This design comes from an exercise in tuning for small area, a short achievable clock period and few clock cycles on the open sky130 flow, not from production work.
The RTL of this run was laid out without a check of its function.
Power figures rest on the tool's default switching activity, not on a simulated workload.

[flow/flow/run.sh]
#!/bin/bash
# Layout flow: the standard synthesis, then the ORFS flow with
#  - combinational cells reset to drive strength 1 before floorplanning,
#  - timing repair aimed at a tighter setup target (SETUP_SLACK_MARGIN),
#  - port buffers of a plain buffer cell.
# Each tool's log goes to the ORFS logs folder; make's output to *.log here.
set -e
F=$(pwd)/flow
bash standard.sh synth > synth.log 2>&1
bash standard.sh PRE_FLOORPLAN_TCL=$F/downsize.tcl \
  SETUP_SLACK_MARGIN=7 TNS_END_PERCENT=100 \
  "BUFFER_PORTS_ARGS=-buffer_cell sky130_fd_sc_hd__buf_2" \
  finish > layout.log 2>&1
[flow/flow/downsize.tcl]
# Before floorplanning: put every combinational logic cell at its smallest
# drive strength; timing repair later sizes up the cells that need it.
set db [ord::get_db]
set n 0
foreach inst [[ord::get_db_block] getInsts] {
  set m [[$inst getMaster] getName]
  if {![regexp {^sky130_fd_sc_hd__([a-z0-9]+)_([0-9]+)$} $m -> base sz]} { continue }
  if {$sz <= 1} { continue }
  if {[regexp {^(df|edf|sdf|dl|buf|inv|clk|conb|tap|fill|decap|diode|bufbuf|bufinv|probe|lpflow|macro)} $base]} { continue }
  set new [$db findMaster sky130_fd_sc_hd__${base}_1]
  if {$new eq "NULL" || $new eq ""} { continue }
  $inst swapMaster $new
  incr n
}
puts "downsize: $n cells set to drive strength 1"
[flow/standard.sh]
#!/bin/bash
# synth_recipe.tcl (not shown) runs the flow's synth.tcl, then flattens the netlist and writes it again
# the make line also repeats each setting of config.mk as NAME=value (left out here)
make -C /OpenROAD-flow-scripts/flow DESIGN_CONFIG=/design/flow/config.mk WORK_HOME=/design/flow/orfs CLKGATE_MAP_FILE= SYNTH_SCRIPT=/design/flow/synth_recipe.tcl "${@:-finish}"
[flow/config.mk]
export PLATFORM = sky130hd
export DESIGN_NAME = CPU
export DESIGN_NICKNAME = CPU
export VERILOG_FILES = /design/flow/design.v
export SDC_FILE = /design/flow/constraint.sdc
export NUM_CORES = 8
export LEC_CHECK = 0
export CAP_MARGIN = 20
export CORE_MARGIN = 2
export CORE_UTILIZATION = 60
export CTS_BUF_LIST = sky130_fd_sc_hd__clkbuf_16
export CTS_CLUSTER_DIAMETER = 60
export CTS_CLUSTER_SIZE = 30
export GPL_ROUTABILITY_DRIVEN = 0
export SLEW_MARGIN = 20
export SYNTH_HIERARCHICAL = 1
[flow/constraint.sdc]
create_clock -name core_clock -period 10.5 [get_ports {clk}]
set_input_delay 2.1000 -clock core_clock [delete_from_list [all_inputs] [get_ports {clk}]]
set_output_delay 2.1000 -clock core_clock [all_outputs]
set_load 0.01 [all_outputs]
[flow/design.v]
module c_a22oi(input a1, input a2, input b1, input b2, output y); assign y = ~((a1 & a2) | (b1 & b2)); endmodule
module c_a221oi(input a1, input a2, input b1, input b2, input c1, output y); assign y = ~((a1 & a2) | (b1 & b2) | c1); endmodule
module c_a21oi(input a1, input a2, input b1, output y); assign y = ~((a1 & a2) | b1); endmodule
module c_o21ai(input a1, input a2, input b1, output y); assign y = ~((a1 | a2) & b1); endmodule
module c_a21o(input a1, input a2, input b1, output y); assign y = (a1 & a2) | b1; endmodule
module c_nand4(input a, input b, input c, input d, output y); assign y = ~(a & b & c & d); endmodule
module c_nand3(input a, input b, input c, output y); assign y = ~(a & b & c); endmodule
module c_and3(input a, input b, input c, output y); assign y = a & b & c; endmodule
module c_nand2(input a, input b, output y); assign y = ~(a & b); endmodule
module c_nor2(input a, input b, output y); assign y = ~(a | b); endmodule
module c_and2(input a, input b, output y); assign y = a & b; endmodule
module c_orn(input a, input bn, output y); assign y = a | ~bn; endmodule
module c_andn(input a, input bn, output y); assign y = a & ~bn; endmodule
module c_xnor2(input a, input b, output y); assign y = ~(a ^ b); endmodule
module ks_add(input [31:0] a, input [31:0] bn, input ci, output [31:0] p, output [32:0] cn);
	wire [31:0] g;
	wire [31:0] G0, G1n, P1n, G2, P2, G3n, P3n, G4, P4, G5n;
	genvar i;
	generate for (i = 0; i < 32; i = i + 1) begin : l
		c_xnor2 up0(.a(a[i]), .b(bn[i]), .y(p[i]));           
		c_andn ug0(.a(a[i]), .bn(bn[i]), .y(g[i]));          
		if (i == 0) begin : c0
			wire t0;
			c_orn ut(.a(a[i]), .bn(bn[i]), .y(t0));                    
			c_a21o um(.a1(t0), .a2(ci), .b1(g[i]), .y(G0[i]));        
		end else begin : c1
			assign G0[i] = g[i];
		end
		if (i >= 1) begin : a1
			c_a21oi ug(.a1(p[i]), .a2(G0[i-1]), .b1(G0[i]), .y(G1n[i]));
			c_nand2 up(.a(p[i]), .b(p[i-1]), .y(P1n[i]));
		end else begin : b1
			assign G1n[i] = ~G0[i]; assign P1n[i] = ~p[i];
		end
		if (i >= 2) begin : a2
			c_o21ai ug(.a1(P1n[i]), .a2(G1n[i-2]), .b1(G1n[i]), .y(G2[i]));
			c_nor2 up(.a(P1n[i]), .b(P1n[i-2]), .y(P2[i]));
		end else begin : b2
			assign G2[i] = ~G1n[i]; assign P2[i] = ~P1n[i];
		end
		if (i >= 4) begin : a3
			c_a21oi ug(.a1(P2[i]), .a2(G2[i-4]), .b1(G2[i]), .y(G3n[i]));
			c_nand2 up(.a(P2[i]), .b(P2[i-4]), .y(P3n[i]));
		end else begin : b3
			assign G3n[i] = ~G2[i]; assign P3n[i] = ~P2[i];
		end
		if (i >= 8) begin : a4
			c_o21ai ug(.a1(P3n[i]), .a2(G3n[i-8]), .b1(G3n[i]), .y(G4[i]));
			c_nor2 up(.a(P3n[i]), .b(P3n[i-8]), .y(P4[i]));
		end else begin : b4
			assign G4[i] = ~G3n[i]; assign P4[i] = ~P3n[i];
		end
		if (i >= 16) begin : a5
			c_a21oi ug(.a1(P4[i]), .a2(G4[i-16]), .b1(G4[i]), .y(G5n[i]));
		end else begin : b5
			assign G5n[i] = ~G4[i];
		end
	end endgenerate
	assign cn = {G5n, ~ci};
endmodule
module ex_alu(
	input [31:0] a,
	input [31:0] rt, input [31:0] rtn,
	input [31:0] imm,         
	input pos, input neg,     
	input ci,
	output [31:0] sum,
	output co
    );
	wire [31:0] bn, p;
	wire [32:0] cn;
	genvar i;
	generate for (i = 0; i < 32; i = i + 1) begin : b
		c_a221oi ub(.a1(rt[i]), .a2(pos), .b1(rtn[i]), .b2(neg), .c1(imm[i]), .y(bn[i]));
	end endgenerate
	ks_add add(.a(a), .bn(bn), .ci(ci), .p(p), .cn(cn));
	generate for (i = 0; i < 32; i = i + 1) begin : s
		c_xnor2 ux(.a(p[i]), .b(cn[i]), .y(sum[i]));
	end endgenerate
	assign co = ~cn[32];
endmodule
module c_xor2(input a, input b, output y); assign y = a ^ b; endmodule
module c_nor4(input a, input b, input c, input d, output y); assign y = ~(a | b | c | d); endmodule
module eq32(input [31:0] a, input [31:0] b, output eq, output ne);
	wire [31:0] d;
	wire [15:0] z;
	wire [3:0] n;
	wire [1:0] m;
	genvar i;
	generate for (i = 0; i < 32; i = i + 1) begin : x
		c_xor2 u(.a(a[i]), .b(b[i]), .y(d[i]));
	end
	for (i = 0; i < 16; i = i + 1) begin : z2
		c_nor2 u(.a(d[2*i]), .b(d[2*i+1]), .y(z[i]));
	end
	for (i = 0; i < 4; i = i + 1) begin : n4
		c_nand4 u(.a(z[4*i]), .b(z[4*i+1]), .c(z[4*i+2]), .d(z[4*i+3]), .y(n[i]));
	end endgenerate
	c_nor2 um0(.a(n[0]), .b(n[1]), .y(m[0]));
	c_nor2 um1(.a(n[2]), .b(n[3]), .y(m[1]));
	c_and2 ue(.a(m[0]), .b(m[1]), .y(eq));
	c_nand2 un(.a(m[0]), .b(m[1]), .y(ne));
endmodule
module gtz32(input [31:0] a, output gt, output le);
	wire [15:0] z;
	wire [3:0] n;
	wire [1:0] m;
	genvar i;
	generate for (i = 0; i < 16; i = i + 1) begin : z2
		if (i == 15) begin : top
			c_inv u(.a(a[30]), .y(z[i]));
		end else begin : lo
			c_nor2 u(.a(a[2*i]), .b(a[2*i+1]), .y(z[i]));
		end
	end
	for (i = 0; i < 4; i = i + 1) begin : n4
		c_nand4 u(.a(z[4*i]), .b(z[4*i+1]), .c(z[4*i+2]), .d(z[4*i+3]), .y(n[i]));
	end endgenerate
	c_nor2 um0(.a(n[0]), .b(n[1]), .y(m[0]));
	c_nor2 um1(.a(n[2]), .b(n[3]), .y(m[1]));
	c_a21oi ug(.a1(m[0]), .a2(m[1]), .b1(a[31]), .y(gt));
	assign le = ~gt;
endmodule
module c_inv(input a, output y); assign y = ~a; endmodule
module c_mux2i(input a0, input a1, input s, output y); assign y = ~(s ? a1 : a0); endmodule
module c_a222oi(input a1, input a2, input b1, input b2, input c1, input c2, output y); assign y = ~((a1 & a2) | (b1 & b2) | (c1 & c2)); endmodule
module ks10(input [9:0] a, input [9:0] b, output [9:0] s);
	wire [9:0] p, g, G0, G1n, P1n, G2, P2, G3n, P3n, G4;
	genvar i;
	generate for (i = 0; i < 10; i = i + 1) begin : l
		c_xor2 up0(.a(a[i]), .b(b[i]), .y(p[i]));
		if (i == 0) begin : c0
			assign G0[i] = a[i] | b[i];       
		end else begin : c1
			c_and2 ug0(.a(a[i]), .b(b[i]), .y(g[i]));
			assign G0[i] = g[i];
		end
		if (i >= 1) begin : a1
			c_a21oi ug(.a1(p[i]), .a2(G0[i-1]), .b1(G0[i]), .y(G1n[i]));
			c_nand2 up(.a(p[i]), .b(p[i-1]), .y(P1n[i]));
		end else begin : b1
			assign G1n[i] = ~G0[i]; assign P1n[i] = ~p[i];
		end
		if (i >= 2) begin : a2
			c_o21ai ug(.a1(P1n[i]), .a2(G1n[i-2]), .b1(G1n[i]), .y(G2[i]));
			c_nor2 up(.a(P1n[i]), .b(P1n[i-2]), .y(P2[i]));
		end else begin : b2
			assign G2[i] = ~G1n[i]; assign P2[i] = ~P1n[i];
		end
		if (i >= 4) begin : a3
			c_a21oi ug(.a1(P2[i]), .a2(G2[i-4]), .b1(G2[i]), .y(G3n[i]));
			c_nand2 up(.a(P2[i]), .b(P2[i-4]), .y(P3n[i]));
		end else begin : b3
			assign G3n[i] = ~G2[i]; assign P3n[i] = ~P2[i];
		end
		if (i >= 8) begin : a4
			c_o21ai ug(.a1(P3n[i]), .a2(G3n[i-8]), .b1(G3n[i]), .y(G4[i]));
		end else begin : b4
			assign G4[i] = ~G3n[i];
		end
	end endgenerate
	assign s = p ^ {G4[8:0], 1'b1};
endmodule
module rd_tree(
	input [31:1] sel,
	input fsel,
	input [31:0] fwd,
	input [32*31-1:0] regs,    
	output [31:0] h0,          
	output [31:0] h1
    );
	genvar b, k;
	generate for (b = 0; b < 32; b = b + 1) begin : bt
		wire [31:0] d, s;
		wire [15:0] l1;
		wire [3:0] l2;
		assign d[0] = fwd[b];
		assign s[0] = fsel;
		for (k = 1; k < 32; k = k + 1) begin : t
			assign d[k] = regs[32*(k-1) + b];
			assign s[k] = sel[k];
		end
		for (k = 0; k < 16; k = k + 1) begin : a
			c_a22oi u(.a1(d[2*k]), .a2(s[2*k]), .b1(d[2*k+1]), .b2(s[2*k+1]), .y(l1[k]));
		end
		for (k = 0; k < 4; k = k + 1) begin : n
			c_nand4 u(.a(l1[4*k]), .b(l1[4*k+1]), .c(l1[4*k+2]), .d(l1[4*k+3]), .y(l2[k]));
		end
		c_nor2 o0(.a(l2[0]), .b(l2[1]), .y(h0[b]));
		c_nor2 o1(.a(l2[2]), .b(l2[3]), .y(h1[b]));
	end endgenerate
endmodule
module rd_port_a(
	input [31:1] sel, input fsel, input [31:0] fwd,
	input lsel, input [31:0] ld,
	input gsel, input [31:0] lg,
	input [32*31-1:0] regs,
	output [31:0] q,           
	output [31:0] q0           
    );
	wire [31:0] h0, h1;
	rd_tree t(.sel(sel), .fsel(fsel), .fwd(fwd), .regs(regs), .h0(h0), .h1(h1));
	genvar b;
	generate for (b = 0; b < 32; b = b + 1) begin : bt
		wire lt, gt;
		c_nand2 ol(.a(lsel), .b(ld[b]), .y(lt));
		c_nand2 og(.a(gsel), .b(lg[b]), .y(gt));
		c_nand4 oq(.a(h0[b]), .b(h1[b]), .c(lt), .d(gt), .y(q[b]));
		c_nand3 o0(.a(h0[b]), .b(h1[b]), .c(gt), .y(q0[b]));
	end endgenerate
endmodule
module rd_port_b(
	input [31:1] sel, input fsel, input [31:0] fwd,
	input gsel, input [31:0] lg,
	input [32*31-1:0] regs,
	output [31:0] q,
	output [31:0] qn
    );
	wire [31:0] h0, h1;
	rd_tree t(.sel(sel), .fsel(fsel), .fwd(fwd), .regs(regs), .h0(h0), .h1(h1));
	genvar b;
	generate for (b = 0; b < 32; b = b + 1) begin : bt
		wire gt;
		c_nand2 og(.a(gsel), .b(lg[b]), .y(gt));
		c_nand3 oq(.a(h0[b]), .b(h1[b]), .c(gt), .y(q[b]));
		c_and3 on(.a(h0[b]), .b(h1[b]), .c(gt), .y(qn[b]));
	end endgenerate
endmodule
module CPU(
	input clk,
	input rst,
	output [31:0]imem_addr,
	input [31:0]imem_rdata,
	output [31:0]dmem_addr,
	output [31:0]dmem_wdata,
	output dmem_we,
	input [31:0]dmem_rdata
    );
	reg [9:0] pc;                  
	reg        id_valid;           
	reg        id_vn;              
	reg        rp;                 
	reg [9:0]  rpc;
	reg [1:0]  id_bix;             
	reg [1:0]  bht [0:3];          
	reg        up_v, up_t;         
	reg [1:0]  up_ix;
	reg [31:1] id_rsa, id_rsb;     
	reg        id_fwa, id_fwb;     
	reg        id_fga, id_fgb;     
	reg        id_fla;             
	reg [15:0] id_imm;             
	reg        id_pos, id_neg;     
	reg        id_ci;              
	reg        id_sum;             
	reg        id_and, id_or, id_slt, id_sltw;
	reg        id_lw, id_sw;
	reg        id_rq, id_rn, id_rg, id_rl;    
	reg        id_wr;              
	reg [4:0]  id_dest;
	reg [9:0]  id_alt;             
	reg [31:0] mem_res;            
	reg [31:0] mem_lg;             
	reg        mem_sel;            
	reg [31:0] mem_sd;             
	reg        mem_we, mem_wb, mem_ld;
	reg [4:0]  mem_dest;
	reg [31:0] rf [1:31];
	wire bht_p = bht[pc[1:0]][1];
	wire [31:0] ins = imem_rdata;
	wire [5:0] op = ins[31:26];
	wire [5:0] fn = ins[5:0];
	wire [4:0] f_rs = ins[25:21];
	wire [4:0] f_rt = ins[20:16];
	wire [4:0] f_rd = ins[15:11];
	wire f_r0   = (op == 6'h00);
	wire f_add  = f_r0 & (fn == 6'h20);
	wire f_sub  = f_r0 & (fn == 6'h22);
	wire f_and  = f_r0 & (fn == 6'h24);
	wire f_or   = f_r0 & (fn == 6'h25);
	wire f_slt  = f_r0 & (fn == 6'h2a);
	wire f_rtype = f_add | f_sub | f_and | f_or | f_slt;
	wire f_addi = (op == 6'h08);
	wire f_lw   = (op == 6'h23);
	wire f_sw   = (op == 6'h2b);
	wire f_beq  = (op == 6'h04);
	wire f_bgtz = (op == 6'h07);
	wire f_j    = (op == 6'h02);
	wire f_imm  = f_addi | f_lw | f_sw;
	wire f_pt   = (f_beq | f_bgtz) & bht_p;    
	wire [4:0] f_dest = f_rtype ? f_rd : f_rt;
	wire f_wr = (f_rtype | f_addi | f_lw) & (f_dest != 5'd0);
	wire [9:0] pc1  = pc + 10'd1;
	wire [9:0] btgt;
	ks10 uadd(.a(pc), .b(ins[9:0]), .s(btgt));
	wire [9:0] alt  = f_pt ? pc1 : btgt;
	wire s_j = f_j & ~rp & ~rst;
	wire s_t = f_pt & ~rp & ~rst;
	wire s_s = ((~f_j & ~f_pt) | rp) & ~rst;
	wire [9:0] pcs = rp ? rpc : pc1;
	wire [9:0] predn;
	wire [9:0] altn = ~(id_alt & {10{~rst}});
	wire [9:0] pc_d;
	genvar gp;
	generate for (gp = 0; gp < 10; gp = gp + 1) begin : npc
		c_a222oi up(.a1(ins[gp]), .a2(s_j), .b1(btgt[gp]), .b2(s_t), .c1(pcs[gp]), .c2(s_s), .y(predn[gp]));
		c_mux2i um(.a0(predn[gp]), .a1(altn[gp]), .s(redirect), .y(pc_d[gp]));
	end endgenerate
	wire ex_fire = id_valid;
	wire [32*31-1:0] regs;
	genvar gi;
	generate for (gi = 1; gi < 32; gi = gi + 1) begin : rfw
		assign regs[32*(gi-1) +: 32] = rf[gi];
	end endgenerate
	wire [31:0] ra, ra0, rt, rtn;
	rd_port_a porta(.sel(id_rsa), .fsel(id_fwa), .fwd(mem_res), .lsel(id_fla), .ld(dmem_rdata), .gsel(id_fga), .lg(mem_lg), .regs(regs), .q(ra), .q0(ra0));
	rd_port_b portb(.sel(id_rsb), .fsel(id_fwb), .fwd(mem_res), .gsel(id_fgb), .lg(mem_lg), .regs(regs), .q(rt), .qn(rtn));
	wire co;
	wire [31:0] lres = ({32{id_and}} & (ra & rt)) |
	                   ({32{id_or}}  & (ra | rt)) |
	                   {31'd0, (id_slt & ~co) | (id_sltw & co)};
	wire [31:0] sum;
	ex_alu alu(.a(ra), .rt(rt), .rtn(rtn), .imm({{16{id_imm[15]}}, id_imm}),
	           .pos(id_pos), .neg(id_neg), .ci(id_ci), .sum(sum), .co(co));
	wire eq, ne, gtz, lez;
	eq32 ueq(.a(ra0), .b(rt), .eq(eq), .ne(ne));
	gtz32 ugt(.a(ra0), .gt(gtz), .le(lez));
	wire x1, x2, redirect;
	c_a22oi ur1(.a1(id_rq), .a2(eq), .b1(id_rn), .b2(ne), .y(x1));
	c_a22oi ur2(.a1(id_rg), .a2(gtz), .b1(id_rl), .b2(lez), .y(x2));
	c_a21oi ur3(.a1(x1), .a2(x2), .b1(id_vn), .y(redirect));
	wire taken = ((id_rq | id_rn) & eq) | ((id_rg | id_rl) & gtz);
	wire ex_br = id_valid & (id_rq | id_rn | id_rg | id_rl);
	wire ex_wr = ex_fire & id_wr;
	wire m_rs = ex_wr & (f_rs == id_dest);
	wire m_rt = ex_wr & (f_rt == id_dest);
	wire l_rs = m_rs & id_lw;
	wire l_rt = m_rt & id_lw;
	wire f_comm = f_add | f_and | f_or | f_slt;    
	wire n_stall = ((f_beq | f_bgtz) & l_rs) | ((f_beq | f_sw) & l_rt) |
	               (f_rtype & l_rt & (~f_comm | l_rs));
	wire swap = f_comm & l_rt & ~l_rs;
	wire [4:0] ea = swap ? f_rt : f_rs;
	wire [4:0] eb = swap ? f_rs : f_rt;
	wire ma = swap ? m_rt : m_rs;
	wire mb = swap ? m_rs : m_rt;
	wire n_valid = ~rst & ~redirect & ~n_stall & ~rp;
	integer k;
	always @(posedge clk) begin
		pc <= pc_d;
		id_valid <= n_valid;
		id_vn <= ~n_valid;
		rp <= ~rst & n_stall & ~redirect;
		rpc <= pc;
		id_bix <= pc[1:0];
		up_v <= ex_br & ~rst;
		up_t <= taken;
		up_ix <= id_bix;
		for (k = 0; k < 4; k = k + 1)
			if (rst) bht[k] <= 2'b01;
			else if (up_v && up_ix == k) begin
				if (up_t && bht[k] != 2'b11) bht[k] <= bht[k] + 2'd1;
				else if (!up_t && bht[k] != 2'b00) bht[k] <= bht[k] - 2'd1;
			end
	end
	always @(posedge clk) begin
		for (k = 1; k < 32; k = k + 1) begin
			id_rsa[k] <= (ea == k) & ~ma;
			id_rsb[k] <= (eb == k) & ~mb;
		end
		id_fwa <= ma & ~id_lw & id_sum;
		id_fwb <= mb & ~id_lw & id_sum;
		id_fga <= ma & ~id_lw & ~id_sum;
		id_fgb <= mb & ~id_lw & ~id_sum;
		id_fla <= ma & id_lw;
		id_imm <= f_imm ? ins[15:0] : 16'd0;
		id_pos <= f_add;
		id_neg <= f_sub | f_slt;
		id_ci  <= f_sub | (f_slt & ~swap);
		id_sum <= f_add | f_sub | f_imm;
		id_and <= f_and;
		id_or  <= f_or;
		id_slt <= f_slt & ~swap;
		id_sltw <= f_slt & swap;
		id_lw <= f_lw;
		id_sw <= f_sw;
		id_rq <= f_beq & ~f_pt;
		id_rn <= f_beq & f_pt;
		id_rg <= f_bgtz & ~f_pt;
		id_rl <= f_bgtz & f_pt;
		id_wr <= f_wr;
		id_dest <= f_dest;
		id_alt <= alt;
	end
	always @(posedge clk) begin
		if (rst) begin
			mem_we <= 1'b0;
			mem_wb <= 1'b0;
		end else begin
			mem_we <= ex_fire & id_sw;
			mem_wb <= ex_fire & id_wr;
		end
		mem_ld <= id_lw;
		mem_dest <= id_dest;
		mem_res <= sum;
		mem_lg <= lres;
		mem_sel <= id_sum;
		mem_sd <= rt;
	end
	assign imem_addr  = {20'd0, pc, 2'b00};
	assign dmem_addr  = mem_res;
	assign dmem_wdata = mem_sd;
	assign dmem_we    = mem_we;
	wire [31:0] wd = mem_ld ? dmem_rdata : (mem_sel ? mem_res : mem_lg);
	always @(posedge clk)
		if (mem_wb) rf[mem_dest] <= wd;
endmodule
==> flow_summary_export.csv <==
group,metric,value,unit
outcome,status,"timing/DRC/antenna clean",
worst_setup_path,r2r_cells,14,
placement,hpwl,116000,µm
pwr,switching_share,26.6,%
routing,dr_total_vias,43197,
timing,finalSetupViolations,0,
synthesis,synth_warnings,8,
worst_setup_path,cp.depth,14,
final_layout,diodes,0,
pwr,combPwrFrac,9.1,%
cts,clock_latency,0.70,ns
pwr,power_density,163,nW/µm²
worst_setup_path,critPathMaxFanout,32,
flow_run,cap_violations,0,
floorplan,die-area,90800,µm²
global_routing,grt_overflow,0,
timing,drv_slew,0,
worst_setup_path,worst_setup_path_start_kind,"register",
global_routing,grt_max_degree,65,
worst_setup_path,reg2reg_slack,6.88,ns
final_layout,final_cells,5690,
timing,hold_viol,0,
global_routing,grt_pass1_vias,40412,
pwr,pwr-share-clk,36.9,%
floorplan,io_pins,163,
placement,placed_cells,5508,
routing,route.detailed.drc,0,
routing,first_pass_iters,11,
worst_setup_path,cp_num_buf_inv,1,
routing,avgViaCountPerCell,7.59,
worst_setup_path,slowest_stage,"nor2_2",
routing,routedWlPerCell,34.7,µm
pwr,p_seq_share,54.0,%
global_routing,antenna_found_initial,7,
final_layout,final_layout_size_suffix_gt1_share,19.4,%
pwr,power,10.1,mW
pwr,irDropWorstVdd,0.183,mV
placement,portBuffers,140,
cts,cts_inserted_buffers,83,
worst_hold_path,hold_path.class,"reg -> reg",
worst_setup_path,path_cells,"buf_4 -> a22oi_1 -> nand4_1 -> nor2_2 -> nand3_1 -> nor2_1 -> nand4_1 -> nor2_1 -> a21oi_2 -> a22oi_1 -> a21oi_2 -> or3_1 -> a31oi_1 -> and2_1",
timing,maxSlewHeadroom,21.7,%
timing,period_share,34.5,%
pwr,power_switching,2.69,mW
worst_setup_path,endpoint_kind,"register",
floorplan,chipWidth,301,µm
worst_setup_path,crit_type,"reg -> reg",
timing,fin_crit,3.62,ns
routing,ant_nets,0,
worst_setup_path,r2r-end,"id_valid$_DFF_P_",
placement,dp_worst_setup_slack,6.11,ns
worst_setup_path,critPathCapture,"id_valid$_DFF_P_",
timing,rsz0062_at_grt,"yes",
global_routing,grt_pass1_wl,274000,µm
pwr,p_int,7.40,mW
floorplan,row_count,109,
timing,fin_hold_ws,0.341,ns
cts,holdBufCountCts,0,
global_routing,grtUsageTotal,42.3,%
final_layout,fin_util,70.3,%
timing,worstMarginPinSlew,1.17,ns
timing,finClkSkew,0.0380,ns
final_layout,fin_area,61900,µm²
timing,setup_ws,6.88,ns
worst_hold_path,worstHoldStart,"rpc[1]$_DFF_P_",
synthesis,synthCells,4119,
pwr,leakage,19.9,nW
timing,finalSetupTns,0,ns
worst_setup_path,max_stage_delay,0.36,ns
timing,max_freq,0.276,GHz
cts,root_buffer,"clkbuf_16",
worst_setup_path,crit_family,"simple AND/OR/NAND/NOR gates",
placement,place_area,56500,µm²
worst_setup_path,rr_startpoint,"id_rsa[27]$_DFF_P_",
floorplan,fp.coreArea,88000,µm²
floorplan,dieHeight,301,µm
cts,tritoncts,"done",
cts,htree_num_levels,3,
routing,first_iter_violations,7308,
routing,postRouteWirelength,198000,µm
worst_setup_path,arrival,4.26,ns
cts,path_clk_slew,0.10,ns
cts,ctsLongestPathBuffers,3,
cts,cts_sinks,1245,
worst_setup_path,cp-startpoint,"id_rsa[27]$_DFF_P_",
worst_setup_path,cp.required,11.14,ns
floorplan,start_util,60.3,%
final_layout,nNetsFinal,4526,
worst register-to-register path, stage by stage (launching register included):
cell and delay, ns:
dfxtp_1 0.31, buf_4 0.31, a22oi_1 0.27, nand4_1 0.17
nor2_2 0.36, nand3_1 0.20, nor2_1 0.24, nand4_1 0.19
nor2_1 0.23, a21oi_2 0.19, a22oi_1 0.27, a21oi_2 0.13
or3_1 0.32, a31oi_1 0.20, and2_1 0.18
flip-flops by register name, summed over array words and instances, names as in the netlist, 8 cells and up:
name,count
id_imm,16
id_rsa,31
mem_lg,32
id_alt,10
mem_res,32
rf,992
pc,10
id_rsb,31
mem_sd,32
bht,8
rpc,9
metal layers:
metal | GRT usage (%) | share of wire [%]
met1 | 56.3 | 35
met2 | 62.6 | 43
met3 | 11.3 | 15
met4 | 25.5 | 6.7
met5 | 0 | 0.039
power groups by stage:
stage               registers [mW]  logic (mW)  clock network [mW]
floorplan                     5.53       0.399                   0
global placement              5.54       0.739                   0
detailed placement            5.54       0.747                   0
CTS                           5.43       0.790                3.72
global route                  5.44       0.950                3.88
finish                        5.45       0.918                3.72
cell usage in the layout, fill, tap and decap left out, types with 21 or more instances in the layout:
master,instances
a21oi_1,97
a21oi_2,27
a221oi_4,26
a22oi_1,1039
and3_1,42
buf_2,139
buf_4,106
buf_6,54
clkbuf_16,86
conb_1,22
dfxtp_1,178
dfxtp_2,74
edfxtp_1,992
inv_1,35
mux2_1,21
mux2i_1,46
nand2_1,254
nand2b_1,26
nand3_1,84
nand4_1,305
nor2_1,138
nor2_2,60
nor2_4,90
nor2b_1,53
o21ai_0,44
o21ai_1,63
o21ai_2,36
xnor2_1,46
xnor2_2,30
xor2_1,56
worst min-delay path by stage:
stage | endpoint | slack (ns) | cells after the start
finish | up_ix[1]$_DFF_P_ | 0.34 | 0
global route | up_ix[1]$_DFF_P_ | 0.35 | 0
floorplan | up_ix[1]$_DFF_P_ | 0.33 | 0
CTS | up_ix[1]$_DFF_P_ | 0.35 | 0
detailed placement | up_ix[1]$_DFF_P_ | 0.34 | 0
global placement | up_ix[1]$_DFF_P_ | 0.33 | 0
what timing repair did:
action | in CTS | in global routing
hold endpoints to repair | 0 | 0
setup endpoints to repair | 119 | 85
pin swaps | 7 | 66
gates cloned | 0 | 1
gates resized for setup | 206 | 259
setup buffers | 0 | 27
area by class of cell:
type / count / area (µm²)
Clock inverter: 69 / 950
Timing Repair Buffer: 305 / 2200
Multi-Input combinational cell: 2789 / 20100
Inverter: 32 / 120
Clock buffer: 85 / 2130
Tap cell: 1165 / 1460
Fill cell: 6136 / 26100
Sequential cell: 1245 / 34900

[separate check: timing with driven ports]
The results above use ideal ports. As a check the final layout listed here was re-extracted and re-timed, cells and wires unchanged.
Step 1 (the two cells are an assumption about what drives the block):
set clk [get_ports {clk}]
set_driving_cell -lib_cell sky130_fd_sc_hd__clkbuf_16 $clk
set_driving_cell -lib_cell sky130_fd_sc_hd__buf_2 [delete_from_list [all_inputs] $clk]
Step 2 adds t to the input delays and takes it off the output delays; t is the mean of the earliest and latest rising clock arrival at the registers after step 1. Input paths then give back, and output paths get back, about the clock's delay inside the block.
Three values: ideal, step 1, step 2; two values: the first two.
t (ns): 0.762
slack for setup (ns): 6.883 / 6.883 / 6.185
worst slew at a driven data input, ns: 0.18
After both steps setup and hold are still met in this run. The setup slack of this run moves by 0.000 ns with the drivers and by -0.698 ns with both steps.
